Background: an optimization exercise with open tools, aiming at small area and a short achievable clock period. Do not read the settings as production practice.
Where RTL was checked, it was by simulation tests only, not by an equivalence proof against the original.
Power and IR drop assume default switching activity.

==> module position, before the edit <==
module position(
	input				clk,
	input				rst_n,
	input				vs,		 
	input				mv,		 
	input				mv_prev,	 
	input				hit,	 
	output	reg	[10:0]	x_coor,
	output	reg	[9:0]	y_coor,
	output	reg			coor_valid
);
reg  [10:0] col;	 
reg  [9:0]  line;	 
reg         run;	 
reg  [15:0] n;		 
reg  [52:0] z;		 
genvar i;
wire        col_inc = mv | ~col[6];
wire [11:0] col_c;
wire [10:0] col_s;
assign col_c[0] = col_inc;
generate for (i = 0; i < 11; i = i + 1) begin : g_col
	assign {col_c[i+1], col_s[i]} = col[i] + col_c[i];
end endgenerate
wire        line_end = mv_prev & ~mv;	 
wire [10:0] line_c;
wire [9:0]  line_s;
assign line_c[0] = line_end;
generate for (i = 0; i < 10; i = i + 1) begin : g_line
	assign {line_c[i+1], line_s[i]} = line[i] + line_c[i];
end endgenerate
wire [16:0] n_c;
wire [15:0] n_s;
assign n_c[0] = hit;
generate for (i = 0; i < 16; i = i + 1) begin : g_n
	assign {n_c[i+1], n_s[i]} = n[i] + n_c[i];
end endgenerate
wire [26:0] ax = {16'd0, col & {11{hit}}};
wire [25:0] ay = {16'd0, line & {10{hit}}};
wire [27:0] sx_c;
wire [26:0] sx;
wire [26:0] sy_c;
wire [25:0] sy;
assign sx_c[0] = 1'b0;
assign sy_c[0] = hit & (|col[10:1]);
generate for (i = 0; i < 27; i = i + 1) begin : g_sx
	assign {sx_c[i+1], sx[i]} = z[26+i] + ax[i] + sx_c[i];
end endgenerate
generate for (i = 0; i < 26; i = i + 1) begin : g_sy
	assign {sy_c[i+1], sy[i]} = z[i] + ay[i] + sy_c[i];
end endgenerate
wire [16:0] p = z[52:36];
wire [16:0] nb = ~{1'b0, n};
wire [17:0] dc;		 
wire [16:0] diff;
assign dc[0] = 1'b1;
generate for (i = 0; i < 17; i = i + 1) begin : g_div
	assign {dc[i+1], diff[i]} = p[i] + nb[i] + dc[i];
end endgenerate
wire        xstep = ~col[6] & ~col[5] & ~col[4] & (~col[3] | (~col[2] & ~(col[1] & col[0])));	 
wire        ystep = ~col[6] & ((~col[5] & col[4] & col[3] & (col[2] | (col[1] & col[0])))	 
				| (col[5] & ~col[4] & ~col[3] & (~col[2] | (~col[1] & ~col[0]))));			 
wire        step  = xstep | ystep;
wire        q     = step & dc[17];
wire [15:0] top   = q ? diff[15:0] : p[15:0];
wire        valid = (|n[15:12]) | (&n[11:7] & (n[6] | n[5]));	 
always @(posedge clk) begin
	col <= (mv | vs) ? col_s : 11'd0;
	line <= (vs | ~run) ? 10'd0 : line_s;
	n <= ((vs & col[6]) | ~run) ? 16'd0 : n_s;
end
always @(posedge clk or negedge rst_n) begin
	if (!rst_n) begin
		run <= 1'b0;
		z <= 53'd0;
		x_coor <= 11'd0;
		y_coor <= 10'd0;
		coor_valid <= 1'b0;
	end else begin
		run <= 1'b1;
		z <= vs ? {top, z[35:0], 1'b0} : {sx, sy};
		if (vs & ~col[6])
			coor_valid <= valid;
		if (vs & valid & step)
			{x_coor, y_coor} <= {x_coor[9:0], y_coor, q};
	end
end
endmodule
Settings: LEC_CHECK=0, CAP_MARGIN=20, CORE_MARGIN=2, CORE_UTILIZATION=70, PLACE_DENSITY=0.8, SLEW_MARGIN=20, SYNTH_HIERARCHICAL=1, SYNTH_MINIMUM_KEEP_SIZE=0; clock period 95.0 ns.
standard.sh (not shown) runs the stock make flow with config.mk's settings and CLKGATE_MAP_FILE= SYNTH_SCRIPT=/design/flow/synth_recipe.tcl, a recipe that flattens the netlist after the stock synthesis.
==> flow/flow/run.sh <==
#!/bin/bash
# Standard layout, with the port buffers made from the smallest buffer cell
# and a clock tree without dummy balancing loads.
set -euo pipefail
bash standard.sh "BUFFER_PORTS_ARGS=-buffer_cell sky130_fd_sc_hd__buf_1" \
	"CTS_ARGS=-sink_clustering_enable -repair_clock_nets -dont_use_dummy_load -buf_list sky130_fd_sc_hd__clkbuf_4" \
	finish > flow.log 2>&1
Next try:
--- a/flow/design.v
+++ b/flow/design.v
@@ -75,13 +75,12 @@
 	output	reg	[10:0]	x_coor,
 	output	reg	[9:0]	y_coor,
 	output	reg			coor_valid
 );
 reg  [10:0] col;	 
 reg  [9:0]  line;	 
-reg         run;	 
 reg  [15:0] n;		 
 reg  [52:0] z;		 
 genvar i;
 wire        col_inc = mv | ~col[6];
 wire [11:0] col_c;
 wire [10:0] col_s;
@@ -130,24 +129,24 @@
 wire        step  = xstep | ystep;
 wire        q     = step & dc[17];
 wire [15:0] top   = q ? diff[15:0] : p[15:0];
 wire        valid = (|n[15:12]) | (&n[11:7] & (n[6] | n[5]));	 
 always @(posedge clk) begin
 	col <= (mv | vs) ? col_s : 11'd0;
-	line <= (vs | ~run) ? 10'd0 : line_s;
-	n <= ((vs & col[6]) | ~run) ? 16'd0 : n_s;
 end
 always @(posedge clk or negedge rst_n) begin
 	if (!rst_n) begin
-		run <= 1'b0;
+		line <= 10'd0;
+		n <= 16'd0;
 		z <= 53'd0;
 		x_coor <= 11'd0;
 		y_coor <= 10'd0;
 		coor_valid <= 1'b0;
 	end else begin
-		run <= 1'b1;
+		line <= vs ? 10'd0 : line_s;
+		n <= (vs & col[6]) ? 16'd0 : n_s;
 		z <= vs ? {top, z[35:0], 1'b0} : {sx, sy};
 		if (vs & ~col[6])
 			coor_valid <= valid;
 		if (vs & valid & step)
 			{x_coor, y_coor} <= {x_coor[9:0], y_coor, q};
 	end
The changed run completed with no timing, DRC or antenna violations.
Cell area goes up by a few percent.
Sequential power increases by a few percent.
Sequential share of layout area rose by 0.20 points.
Power is higher by a few percent.
Routed wire length climbs by roughly a tenth.
Register-to-register slack is better by 0.07 ns.
Setup slack is worse by 0.030 ns.
Die area went up by a few percent.
Synthesized area came out higher by a few percent.
Sequential cell count came out lower by 1.
Count of clock-buffer cells in the layout is unchanged.
Critical path depth stays the same.
Clock power came out lower slightly.
Non-clock buffer count went down by 2.
For the second run of this note, only the layout was checked, not whether the RTL still works.


Setup of run A:
RTL: one of the versions met above, not the one the previous note started from.
For scale: about 560 cells after synthesis, ~44 I/O pins, roughly 7700 sq um of cells after synthesis.
==> module position, before the edit <==
module position(
	input				clk,
	input				rst_n,
	input				vs,		 
	input				mv,		 
	input				mv_prev,	 
	input				hit,	 
	output	reg	[10:0]	x_coor,
	output	reg	[9:0]	y_coor,
	output	reg			coor_valid
);
reg  [10:0] col;	 
reg  [9:0]  line;	 
reg  [15:0] n;		 
reg  [52:0] z;		 
genvar i;
wire        col_inc = mv | ~col[6];
wire [11:0] col_c;
wire [10:0] col_s;
assign col_c[0] = col_inc;
generate for (i = 0; i < 11; i = i + 1) begin : g_col
	assign {col_c[i+1], col_s[i]} = col[i] + col_c[i];
end endgenerate
wire        line_end = mv_prev & ~mv;	 
wire [10:0] line_c;
wire [9:0]  line_s;
assign line_c[0] = line_end;
generate for (i = 0; i < 10; i = i + 1) begin : g_line
	assign {line_c[i+1], line_s[i]} = line[i] + line_c[i];
end endgenerate
wire [16:0] n_c;
wire [15:0] n_s;
assign n_c[0] = hit;
generate for (i = 0; i < 16; i = i + 1) begin : g_n
	assign {n_c[i+1], n_s[i]} = n[i] + n_c[i];
end endgenerate
wire [26:0] ax = {16'd0, col & {11{hit}}};
wire [25:0] ay = {16'd0, line & {10{hit}}};
wire [27:0] sx_c;
wire [26:0] sx;
wire [26:0] sy_c;
wire [25:0] sy;
assign sx_c[0] = 1'b0;
assign sy_c[0] = hit & (|col[10:1]);
generate for (i = 0; i < 27; i = i + 1) begin : g_sx
	assign {sx_c[i+1], sx[i]} = z[26+i] + ax[i] + sx_c[i];
end endgenerate
generate for (i = 0; i < 26; i = i + 1) begin : g_sy
	assign {sy_c[i+1], sy[i]} = z[i] + ay[i] + sy_c[i];
end endgenerate
wire [16:0] p = z[52:36];
wire [16:0] nb = ~{1'b0, n};
wire [17:0] dc;		 
wire [16:0] diff;
assign dc[0] = 1'b1;
generate for (i = 0; i < 17; i = i + 1) begin : g_div
	assign {dc[i+1], diff[i]} = p[i] + nb[i] + dc[i];
end endgenerate
wire        xstep = ~col[6] & ~col[5] & ~col[4] & (~col[3] | (~col[2] & ~(col[1] & col[0])));	 
wire        ystep = ~col[6] & ((~col[5] & col[4] & col[3] & (col[2] | (col[1] & col[0])))	 
				| (col[5] & ~col[4] & ~col[3] & (~col[2] | (~col[1] & ~col[0]))));			 
wire        step  = xstep | ystep;
wire        q     = step & dc[17];
wire [15:0] top   = q ? diff[15:0] : p[15:0];
wire        valid = (|n[15:12]) | (&n[11:7] & (n[6] | n[5]));	 
always @(posedge clk) begin
	col <= (mv | vs) ? col_s : 11'd0;
end
always @(posedge clk or negedge rst_n) begin
	if (!rst_n) begin
		line <= 10'd0;
		n <= 16'd0;
		z <= 53'd0;
		x_coor <= 11'd0;
		y_coor <= 10'd0;
		coor_valid <= 1'b0;
	end else begin
		line <= vs ? 10'd0 : line_s;
		n <= (vs & col[6]) ? 16'd0 : n_s;
		z <= vs ? {top, z[35:0], 1'b0} : {sx, sy};
		if (vs & ~col[6])
			coor_valid <= valid;
		if (vs & valid & step)
			{x_coor, y_coor} <= {x_coor[9:0], y_coor, q};
	end
end
endmodule
clock: 95.0 ns
lec_check: 0
cap_margin: 20
core_margin: 2
core_utilization: 40
slew_margin: 20
synth_hierarchical: 1
synth_minimum_keep_size: 0
==> flow/flow/run.sh <==
#!/bin/bash
# Standard layout, with the port buffers made from the smallest buffer cell
# and a clock tree without dummy balancing loads.
set -euo pipefail
bash standard.sh "BUFFER_PORTS_ARGS=-buffer_cell sky130_fd_sc_hd__buf_1" \
	"CTS_ARGS=-sink_clustering_enable -repair_clock_nets -dont_use_dummy_load -buf_list sky130_fd_sc_hd__clkbuf_8" \
	finish > flow.log 2>&1
No stage failed in run A, and the final checks on the layout all came back clean.
Relative to run A, the following input files were edited for run B:
diff --git a/flow/design.v b/flow/design.v
--- a/flow/design.v
+++ b/flow/design.v
@@ -77,8 +77,9 @@
 	output	reg			coor_valid
 );
 reg  [10:0] col;	 
 reg  [9:0]  line;	 
+reg         run;	 
 reg  [15:0] n;		 
 reg  [52:0] z;		 
 genvar i;
 wire        col_inc = mv | ~col[6];
@@ -131,20 +132,20 @@
 wire [15:0] top   = q ? diff[15:0] : p[15:0];
 wire        valid = (|n[15:12]) | (&n[11:7] & (n[6] | n[5]));	 
 always @(posedge clk) begin
 	col <= (mv | vs) ? col_s : 11'd0;
+	line <= (vs | ~run) ? 10'd0 : line_s;
+	n <= ((vs & col[6]) | ~run) ? 16'd0 : n_s;
 end
 always @(posedge clk or negedge rst_n) begin
 	if (!rst_n) begin
-		line <= 10'd0;
-		n <= 16'd0;
+		run <= 1'b0;
 		z <= 53'd0;
 		x_coor <= 11'd0;
 		y_coor <= 10'd0;
 		coor_valid <= 1'b0;
 	end else begin
-		line <= vs ? 10'd0 : line_s;
-		n <= (vs & col[6]) ? 16'd0 : n_s;
+		run <= 1'b1;
 		z <= vs ? {top, z[35:0], 1'b0} : {sx, sy};
 		if (vs & ~col[6])
 			coor_valid <= valid;
 		if (vs & valid & step)
Findings:
The count of plain and timing-repair buffers in the layout was comparable across run B and run A.
Power dissipated by switching net loads for run B is lower than for run A.
Changes observed in run B relative to run A: final area moved down, register share of total power grew by 1.1 points, relative slew slack went up.
Function not checked in run A: the RTL went through the layout flow alone.


Another version of the RTL of color_tracker (not shown whole).
For scale: roughly 130 flip-flops, roughly 44 I/O pins, about 0.0078 mm² of cells after synthesis.
==> module color_identify, before the edit <==
module color_identify(
	input	[15:0]	img_data,
	output			hit
);
function [12:0] radd;	 
	input [12:0] a, b; input ci;
	integer k; reg c;
	begin
		c = ci;
		for (k = 0; k < 13; k = k + 1) begin
			radd[k] = a[k] ^ b[k] ^ c;
			c = (a[k] & b[k]) | (c & (a[k] ^ b[k]));
		end
	end
endfunction
function rge;	 
	input [12:0] a, k;
	integer j; reg g;
	begin
		g = 1'b1;
		for (j = 0; j < 13; j = j + 1)
			g = k[j] ? (a[j] & g) : (a[j] | g);
		rge = g;
	end
endfunction
wire [7:0] R = {img_data[15:11], img_data[13:11]};
wire [7:0] G = {img_data[10:5],  img_data[6:5]};
wire [7:0] B = {img_data[4:0],   img_data[2:0]};
wire [12:0] d1 = radd({5'd0,B}, {5'd0,~G}, 1'b1);	 
wire [12:0] d2 = radd({5'd0,R}, {5'd0,~G}, 1'b1);	 
wire        inr = d1[8] & ~d1[7] & ~d2[8] & d2[7];	 
wire [6:0]  a = d1[6:0], b = d2[6:0];				 
wire [12:0] u1 = radd({5'd0,a,1'b0}, {6'd0,a}, 1'b0);
wire [12:0] u  = radd(u1, {6'd0,~b}, 1'b0);			 
wire [12:0] v1 = radd({4'd0,b,2'b0}, {5'd0,b,1'b0}, 1'b0);
wire [12:0] v  = radd(v1, {6'd0,~a}, 1'b0);			 
assign hit = inr & rge(u, 13'd131) & ~rge(u, 13'd317) & rge(v, 13'd319) & ~rge(v, 13'd703);
endmodule
==> module color_tracker, before the edit <==
module color_tracker(
	input			clk,
	input			rst_n,
	input			vsync,
	input			de,
	input	[15:0]	rgb,
	output			mask_valid,
	output			mask,
	output	[10:0]	x_coor,
	output	[9:0]	y_coor,
	output			coor_valid
);
reg  [15:0] rgb_r;
reg  de_r, mv, hit, hit_o, vs;	 
wire hit_c;
color_identify color_identify (
	.img_data	(rgb_r),
	.hit		(hit_c)
);
always @(posedge clk) begin
	rgb_r <= rgb;
end
always @(posedge clk or negedge rst_n) begin
	if (!rst_n) begin
		de_r <= 1'b0;
		mv   <= 1'b0;
		hit  <= 1'b0;
		hit_o <= 1'b0;
		vs   <= 1'b0;
	end else begin
		de_r <= de;
		mv   <= de_r;
		hit  <= de_r & hit_c;
		hit_o <= hit_c;	 
		vs   <= vsync;
	end
end
position position (
	.clk		(clk),
	.rst_n		(rst_n),
	.vs			(vs),
	.mv			(mv),
	.hit		(hit),
	.x_coor		(x_coor),
	.y_coor		(y_coor),
	.coor_valid	(coor_valid)
);
assign mask_valid = mv;
assign mask       = hit_o;
endmodule
export LEC_CHECK = 0
export CAP_MARGIN = 20
export CORE_MARGIN = 2
export CORE_UTILIZATION = 40
export CTS_BUF_LIST = sky130_fd_sc_hd__clkbuf_4 sky130_fd_sc_hd__clkbuf_8
export SLEW_MARGIN = 20
create_clock -name core_clock -period 95.0 [get_ports {clk}]
run.sh (not shown) runs the stock make flow with config.mk's settings and CLKGATE_MAP_FILE= SYNTH_SCRIPT=/design/flow/synth_recipe.tcl, a recipe that flattens the netlist after the stock synthesis.
Stock flow here: none of the scripts above is used.
==> next run, changes <==
--- a/flow/design.v
+++ b/flow/design.v
@@ -1,21 +1,21 @@
 module color_identify(
 	input	[15:0]	img_data,
 	output			hit
 );
-function [12:0] radd;	 
+function [12:0] radd;
 	input [12:0] a, b; input ci;
 	integer k; reg c;
 	begin
 		c = ci;
 		for (k = 0; k < 13; k = k + 1) begin
 			radd[k] = a[k] ^ b[k] ^ c;
 			c = (a[k] & b[k]) | (c & (a[k] ^ b[k]));
 		end
 	end
 endfunction
-function rge;	 
+function rge;
 	input [12:0] a, k;
 	integer j; reg g;
 	begin
 		g = 1'b1;
 		for (j = 0; j < 13; j = j + 1)
@@ -24,19 +24,19 @@
 	end
 endfunction
 wire [7:0] R = {img_data[15:11], img_data[13:11]};
 wire [7:0] G = {img_data[10:5],  img_data[6:5]};
 wire [7:0] B = {img_data[4:0],   img_data[2:0]};
-wire [12:0] d1 = radd({5'd0,B}, {5'd0,~G}, 1'b1);	 
-wire [12:0] d2 = radd({5'd0,R}, {5'd0,~G}, 1'b1);	 
-wire        inr = d1[8] & ~d1[7] & ~d2[8] & d2[7];	 
-wire [6:0]  a = d1[6:0], b = d2[6:0];				 
-wire [12:0] u1 = radd({5'd0,a,1'b0}, {6'd0,a}, 1'b0);
-wire [12:0] u  = radd(u1, {6'd0,~b}, 1'b0);			 
-wire [12:0] v1 = radd({4'd0,b,2'b0}, {5'd0,b,1'b0}, 1'b0);
-wire [12:0] v  = radd(v1, {6'd0,~a}, 1'b0);			 
-assign hit = inr & rge(u, 13'd131) & ~rge(u, 13'd317) & rge(v, 13'd319) & ~rge(v, 13'd703);
+wire [12:0] d1 = radd({5'd0,B}, {5'd0,~G}, 1'b1);
+wire [12:0] d2 = radd({5'd0,R}, {5'd0,~G}, 1'b1);
+wire [12:0] du = {4'd0, d1[8:0]};
+wire [12:0] dv = {4'd0, d2[8:0]};
+wire [12:0] u1 = radd({3'd0,du[8:0],1'b0}, du, 1'b1);				 
+wire [12:0] u  = radd(u1, {4'd0,~dv[8:0]}, 1'b0);				 
+wire [12:0] v1 = radd({2'd0,dv[8:0],2'b0}, {3'd0,dv[8:0],1'b0}, 1'b0);
+wire [12:0] v  = radd(v1, {4'd0,~du[8:0]}, 1'b0);				 
+assign hit = rge(u, 13'd1156) & ~rge(u, 13'd1342) & rge(v, 13'd1215) & ~rge(v, 13'd1599);
 endmodule
 module position(
 	input				clk,
 	input				rst_n,
 	input				vs,		 
@@ -142,11 +142,11 @@
 	output	[10:0]	x_coor,
 	output	[9:0]	y_coor,
 	output			coor_valid
 );
 reg  [15:0] rgb_r;
-reg  de_r, mv, hit, hit_o, vs;	 
+reg  de_r, mv, hit, vs;
 wire hit_c;
 color_identify color_identify (
 	.img_data	(rgb_r),
 	.hit		(hit_c)
 );
@@ -156,17 +156,15 @@
 always @(posedge clk or negedge rst_n) begin
 	if (!rst_n) begin
 		de_r <= 1'b0;
 		mv   <= 1'b0;
 		hit  <= 1'b0;
-		hit_o <= 1'b0;
 		vs   <= 1'b0;
 	end else begin
 		de_r <= de;
 		mv   <= de_r;
 		hit  <= de_r & hit_c;
-		hit_o <= hit_c;	 
 		vs   <= vsync;
 	end
 end
 position position (
 	.clk		(clk),
@@ -177,7 +175,7 @@
 	.x_coor		(x_coor),
 	.y_coor		(y_coor),
 	.coor_valid	(coor_valid)
 );
 assign mask_valid = mv;
-assign mask       = hit_o;
+assign mask       = hit;
 endmodule
Result: Combinational power goes up by 20%; wire length falls by 0.49%; fmax went down by 2.1%; via count went down by 1.2%; clock skew is about the same.
Only the layout flow was run in the second run of this note; the RTL was not checked for function there.

re-timing with driven ports:
The results above use ideal ports. As a check the final layouts listed here were re-extracted and re-timed, cells and wires unchanged. Step 1 (the two cells are an assumption about what drives the block):
set clk [get_ports {clk}]
set_driving_cell -lib_cell sky130_fd_sc_hd__clkbuf_16 $clk
set_driving_cell -lib_cell sky130_fd_sc_hd__buf_2 [delete_from_list [all_inputs] $clk]
Step 2 adds t to the input delays and takes it off the output delays; t is the mean of the earliest and latest rising clock arrival at the registers after step 1. Input paths then give back, and output paths get back, about the clock's delay inside the block. Slacks: ideal / step 1 / step 2; pairs: ideal / step 1.
run | t (ns) | setup WS [ns] | worst hold slack (ns) | worst setup path at the end
the first run of note 1 | 0.542 | 74.928 / 74.891 / 75.388 | 0.497 / 0.497 / 0.497 | input, reset recovery
the second run of note 1 | 0.566 | 74.898 / 74.865 / 74.770 | 0.512 / 0.512 / 0.512 | input, reset recovery
run A | 0.460 | 75.014 / 74.980 / 74.671 | 0.498 / 0.498 / 0.498 | input, reset recovery
run B | 0.468 | 75.010 / 74.972 / 75.295 | 0.486 / 0.486 / 0.486 | input, reset recovery
the first run of note 3 | 0.468 | 74.600 / 74.561 / 74.707 | 0.451 / 0.451 / 0.451 | input, reset recovery
the second run of note 3 | 0.476 | 74.162 / 74.127 / 74.602 | 0.393 / 0.393 / 0.393 | register to output
After both steps setup and hold are still met in every run listed. For run A, which loses most, drivers alone change the setup slack by -0.034 ns; drivers and shift together by -0.343 ns. Setup slack includes reset recovery checks.
